Source: an optimization exercise on an open RTL-to-GDS flow (aim: small area and a short achievable clock period). Production flows keep margins and buffers that such runs may drop. No run shown here included a check of the RTL's function; only the layout flow was run. Power figures rest on the tool's default switching activity, not on a simulated workload.

==> flow/design.v, too long to show whole: its modules and the start of the top module <==
// module Convolution: 1518 lines
// module fa: 4 lines
// module sel3: 3 lines
module Convolution(
    input clk,
    input rst_n,
    input in_valid,
    input weight_valid,
    input [7:0] In_IFM_1,
    input [7:0] In_IFM_2,
    input [7:0] In_IFM_3,
    input [7:0] In_IFM_4,
    input [7:0] In_IFM_5,
    input [7:0] In_IFM_6,
    input [7:0] In_IFM_7,
    input [7:0] In_IFM_8,
    input [7:0] In_IFM_9,
    input [7:0] In_Weight_1,
    input [7:0] In_Weight_2,
    input [7:0] In_Weight_3,
    input [7:0] In_Weight_4,
    input [7:0] In_Weight_5,
    input [7:0] In_Weight_6,
    input [7:0] In_Weight_7,
    input [7:0] In_Weight_8,
    input [7:0] In_Weight_9,
    output reg out_valid,
    output reg [20:0] Out_OFM
);
  // ...
==> flow/flow/run.sh <==
#!/bin/bash
# Standard ORFS layout, with plain buf_1 cells as the port buffers (the resizer
# may upsize them) instead of the delay-buffer cells buffer_ports picks itself,
# and clock tree synthesis without dummy loads.
set -euo pipefail
bash standard.sh finish \
  "BUFFER_PORTS_ARGS=-buffer_cell sky130_fd_sc_hd__buf_1" \
  "CTS_ARGS=-sink_clustering_enable -repair_clock_nets -sink_clustering_size 22 -sink_clustering_max_diameter 60 -dont_use_dummy_load" \
  > orfs_flow.log 2>&1
==> flow/standard.sh <==
#!/bin/bash
# synth_recipe.tcl (not shown) runs the flow's synth.tcl, then flattens the netlist and writes it again
# the make line also repeats each setting of config.mk as NAME=value (left out here)
make -C /OpenROAD-flow-scripts/flow DESIGN_CONFIG=/design/flow/config.mk WORK_HOME=/design/flow/orfs CLKGATE_MAP_FILE= SYNTH_SCRIPT=/design/flow/synth_recipe.tcl "${@:-finish}"
==> flow/config.mk <==
export PLATFORM = sky130hd
export DESIGN_NAME = Convolution
export DESIGN_NICKNAME = Convolution
export VERILOG_FILES = /design/flow/design.v
export SDC_FILE = /design/flow/constraint.sdc
export NUM_CORES = 4
export LEC_CHECK = 0
export CAP_MARGIN = 20
export CORE_MARGIN = 2
export CORE_UTILIZATION = 60
export CTS_CLUSTER_DIAMETER = 60
export CTS_CLUSTER_SIZE = 22
export PLACE_DENSITY = 0.7
export SETUP_SLACK_MARGIN = 3.25
export SLEW_MARGIN = 20
export SYNTH_HIERARCHICAL = 1
export SYNTH_MINIMUM_KEEP_SIZE = 0
==> flow/constraint.sdc <==
create_clock -name core_clock -period 5.5 [get_ports {clk}]
set_input_delay 1.1000 -clock core_clock [delete_from_list [all_inputs] [get_ports {clk}]]
set_output_delay 1.1000 -clock core_clock [all_outputs]
set_load 0.01 [all_outputs]
==> metrics.csv, run 1 <==
metric,value,unit
outcome,"complete, no violations",
antenna_cells,0,
met1_usage,49.0,%
fin_skew,77.8,ps
start_kind,register,
setup_slack,2990,ps
p_leak,9.35,nW
dieArea,0.0411,mm²
root_buffer,clkbuf_16,
wirelength,72300,µm
nonClockBufferCount,199,
setup_viol,0,
min_path_type,register to register,
clockBufferDepth,3,
highest_layer,met4,
wl_met2,32200,µm
finish.utilization,68.3,%
layout.nets,2289,
grt_util_all_layers,35.7,%
cts_buffers,37,
detail_route.first_pass.iterations,17,
p_clk,2.44,mW
yosys-top-cells-count,"dfxtp_1, fa_1, a222oi_1",
grt_max_degree,48,
crit_start,wn5[0]$_DFFE_PP_,
multi_input_area_share,45.5,%
dominant_cells,multi-input gates,
h-tree-depth,2,
die_w,203,µm
fin_cells,2287,
multi_input_gates,978,
final_cell_mix,"dfxtp_1, fa_1, a222oi_1, buf_1, edfxtp_1",
vias,15800,
power_leader,registers,
synth_fa_ha_area_share,30.0,%
yosys.area_share.simple,5.61,%
==> run 2, diff against run 1 <==
==> flow/config.mk (replaced) <==
export PLATFORM = sky130hd
export DESIGN_NAME = Convolution
export DESIGN_NICKNAME = Convolution
export VERILOG_FILES = /design/flow/design.v
export SDC_FILE = /design/flow/constraint.sdc
export NUM_CORES = 4
export LEC_CHECK = 0
export ABC_CLOCK_PERIOD_IN_PS = 1500
export CAP_MARGIN = 20
export CORE_MARGIN = 2
export CORE_UTILIZATION = 45
export PLACE_DENSITY = 0.6
export SETUP_SLACK_MARGIN = 3.25
export SLEW_MARGIN = 20
export SYNTH_HIERARCHICAL = 1
export SYNTH_MINIMUM_KEEP_SIZE = 0
==> metrics.csv, run 2 <==
metric,value,unit,change
remaining_drc_errors,0,,unchanged
synthCells,1555,,unchanged
grt_max_degree,77,,was 48
layout.nets,2308,,"was 2,289"
postCtsHoldBufs,0,,unchanged
min_path_cells,0,,unchanged
synth.top_cells.by_area,"dfxtp_1, fa_1, edfxtp_1",,unchanged
synth_edf_count,108,,unchanged
ant_nets,0,,unchanged
vias,15400,,was 15.8k
period_needed,2430,ps,was 2510 ps
fin_cells,2476,,"was 2,287"
clockBufferDepth,3,,unchanged
yosysWarningCount,7,,unchanged
clk_pin_slew,80,ps,about the same
antenna_cells,0,,unchanged
dieHeight,234,µm,was 203 µm
ys_types,42,,unchanged
grt_first_pass_wirelength,107000,µm,"was 105,000 µm"
rsz0062_at_grt,yes,,unchanged
synth.most_common_cell,dfxtp_1,,unchanged
ys_ff_latch,537,,unchanged
fin_skew,103,ps,was 77.8 ps
die_w,234,µm,was 203 µm
wirelength,74300,µm,"was 72,300 µm"
design.portCount,170,,unchanged
ys_async_sr_fraction,1.12,%,unchanged
grt_overflow,0,,unchanged
worst_ir_drop_vdd,0.252,mV,was 0.295 mV
core_area,0.0523,mm²,was 0.0388 mm²
synth_flop_cell,dfxtp_1,,unchanged
grt_util_all_layers,27.6,%,was 35.7%
crit_path_max_fanout,2,,was 5
cap_violations,0,,unchanged
final_cell_mix,"dfxtp_1, fa_1, a222oi_1, buf_1, edfxtp_1",,unchanged
min_path_type,register to register,,unchanged
outcome,"complete, no violations",,unchanged
synth_seq_area_share,50.0,%,unchanged
synth_largest_area_cell,dfxtp_1,,unchanged
vias_per_cell,6.23,,was 6.90
ff_latch_area,0.0119,mm²,about the same
setup_viol,0,,unchanged
antenna_found_initial,2,,was 0
crit_arrival,2920,ps,was 2970 ps
multiInputGateArea,0.0121,mm²,about the same
reg2reg_slack,3070,ps,was 2990 ps
grt_pass1_vias,15600,,was 16.0k
start_kind,register,,unchanged
finalMaxSlewViolations,0,,unchanged
r2r_cells,3,,was 4
drive_gt1_share,12.4,%,was 10.9%
clock_sink_count,537,,unchanged
worst_slew_pin_slew,1180,ps,about the same
crit_type,register to register,,unchanged
insertion_delay,620,ps,was 590 ps
cts_buffers,42,,was 37
yosysTopAreaCellShare,35.7,%,unchanged
cp.required,5990,ps,was 5960 ps
largest_reg_flops,20,,unchanged
area_growth_syn_to_layout,13.9,%,was 11.9%
place_congestion,0.998,,was 1.01
initialDrtViolationCount,3639,,"was 4,347"
dp_hpwl,57600,µm,"was 54,900 µm"
port_buffers,168,,unchanged
powerDensity,506,mW/mm²,was 516 mW/mm²
timing.fmax,411,MHz,was 399 MHz
detail_route.first_pass.iterations,17,,unchanged
dieArea,0.0545,mm²,was 0.0411 mm²
yosys-top-cells-count,"dfxtp_1, fa_1, a222oi_1",,unchanged
wl_per_cell,30.0,µm,was 31.6 µm
p_leak,9.50,nW,was 9.35 nW
finalHoldViolCount,0,,unchanged
h-tree-depth,2,,unchanged
period_share,44.2,%,was 45.6%
root_buffer,clkbuf_16,,unchanged
initial_core_util,45.3,%,was 61.1%
netlist_area,0.0237,mm²,unchanged
synth.avg_cell_area,15.2,µm²,unchanged
numPlacedInstances,2392,,"was 2,221"
fillers,4483,,"was 2,678"
timing.setup.tns,0,ps,unchanged
rows,84,,was 72
end_kind,register,,unchanged
top_register,Out_OFM,,unchanged
syn_nets,2073,,unchanged
slew_headroom,21.4,%,about the same
final_common_cell,dfxtp_1,,unchanged
hold_ws,319,ps,was 330 ps
cts_tree,done,,unchanged
[run 2: cells by family (layout without fill, tap and decap cells)]
family	count (synthesis)	count (layout)	synth area share, %
simple gates	257	257	5.61
fa+ha+maj	370	370	30.0
buf+inv	40	273	0.649
compound gates	318	318	12.5
xor+xnor	32	32	1.18
flops	537	537	50.0
other cells	1	1	0.0158
[run 2: layout make-up]
| type | instances | share of cell area, % |
|---|---|---|
| flip-flops and latches | 537 | 44.0 |
| repair buffers | 213 | 3.76 |
| clock buffers | 42 | 3.89 |
| multi-input cells | 978 | 44.9 |
| inverters | 18 | 0.250 |
| well taps | 688 | 3.19 |
[run 2: through the flow]
stage,setup slack [ps],power (mW),utilization (%),area [µm²]
6_report,3070,13.7,51.6,27000
5_1_grt,3090,14.7,51.6,27000
4_1_cts,3180,13.8,50.8,26600
3_5_place_dp,2540,11.1,48.2,25200
3_3_place_gp,2600,11.0,48.2,25200
2_1_floorplan,2910,8.95,-,23800
[run 2: worst paths after layout]
kind                                        from                 end
worst min register to register      r1_0$_DFF_P_        r2_0$_DFF_P_
max in group asynchronous                  rst_n  vpipe[0]$_DFF_PN0_
worst max register to register  wn3[1]$_DFFE_PP_       r0_13$_DFF_P_
min in group asynchronous                  rst_n  vpipe[3]$_DFF_PN0_
worst max-delay path            wn3[1]$_DFFE_PP_       r0_13$_DFF_P_
worst min-delay path                r1_0$_DFF_P_        r2_0$_DFF_P_
[run 2: metal layers]
layer	part of all wire, %	global-route usage (%)	up-vias
li1	-	-	6395
met1	40	37.1	7884
met2	46	43.7	961
met3	9.9	6.47	184
met4	4.1	10.2	0
met5	0	0	-
[run 2: per-module statistics from Yosys, one instance, submodules excluded]
module | cells inside | flops+latches
Convolution | 973 | 537
fa | 1 | 0
sel3 | 1 | 0
[run 2: repair_timing]
| item | in CTS | in global routing |
|---|---|---|
| pin swaps | 25 | 37 |
| gates resized for setup | 71 | 79 |
| setup buffers | 13 | 26 |
| endpoints found under the setup margin | 87 | 40 |
[run 2: power by group]
part | switching, mW | internal, mW
sequential | 0.896 | 5.31
clock | 1.29 | 1.34
combinational | 2.59 | 2.23
[run 2: worst max-delay path: stages, from the launching register on]
cell,delay (ps)
edfxtp_1,460
a222oi_1,1050
fa_2,440
fa_1,390

==> port drivers added, routing unchanged <==
How much do the figures lean on ideal ports? The routed layouts below were timed once more, with nothing changed but the port constraints. Step 1: set_driving_cell puts a clkbuf_16 on clk and a buf_2 on each other input, an assumption about the parent block. Step 2 times the ports against the registers' clock, not the clock port: input delays grow and output delays shrink by t, the midpoint of the rising clock arrivals with the driver on. Three values: no drivers, after step 1, after step 2; two values: the first two.
| run | t, ns | setup WS [ns] | hold WS [ns] | slew at the worst register clock pin (ns) | worst data-port slew with drivers (ns) |
|---|---|---|---|---|---|
| run 1 | 0.605 | 2.994 / 2.994 / 2.654 | 0.330 / 0.325 / 0.330 | 0.09 / 0.09 | 0.05 |
| run 2 | 0.629 | 3.069 / 3.069 / 2.700 | 0.319 / 0.319 / 0.319 | 0.09 / 0.09 | 0.06 |
After both steps every run listed still meets setup and hold. The setup slack of run 2, which loses most, moves by 0.000 ns with the drivers and by -0.369 ns with both steps.
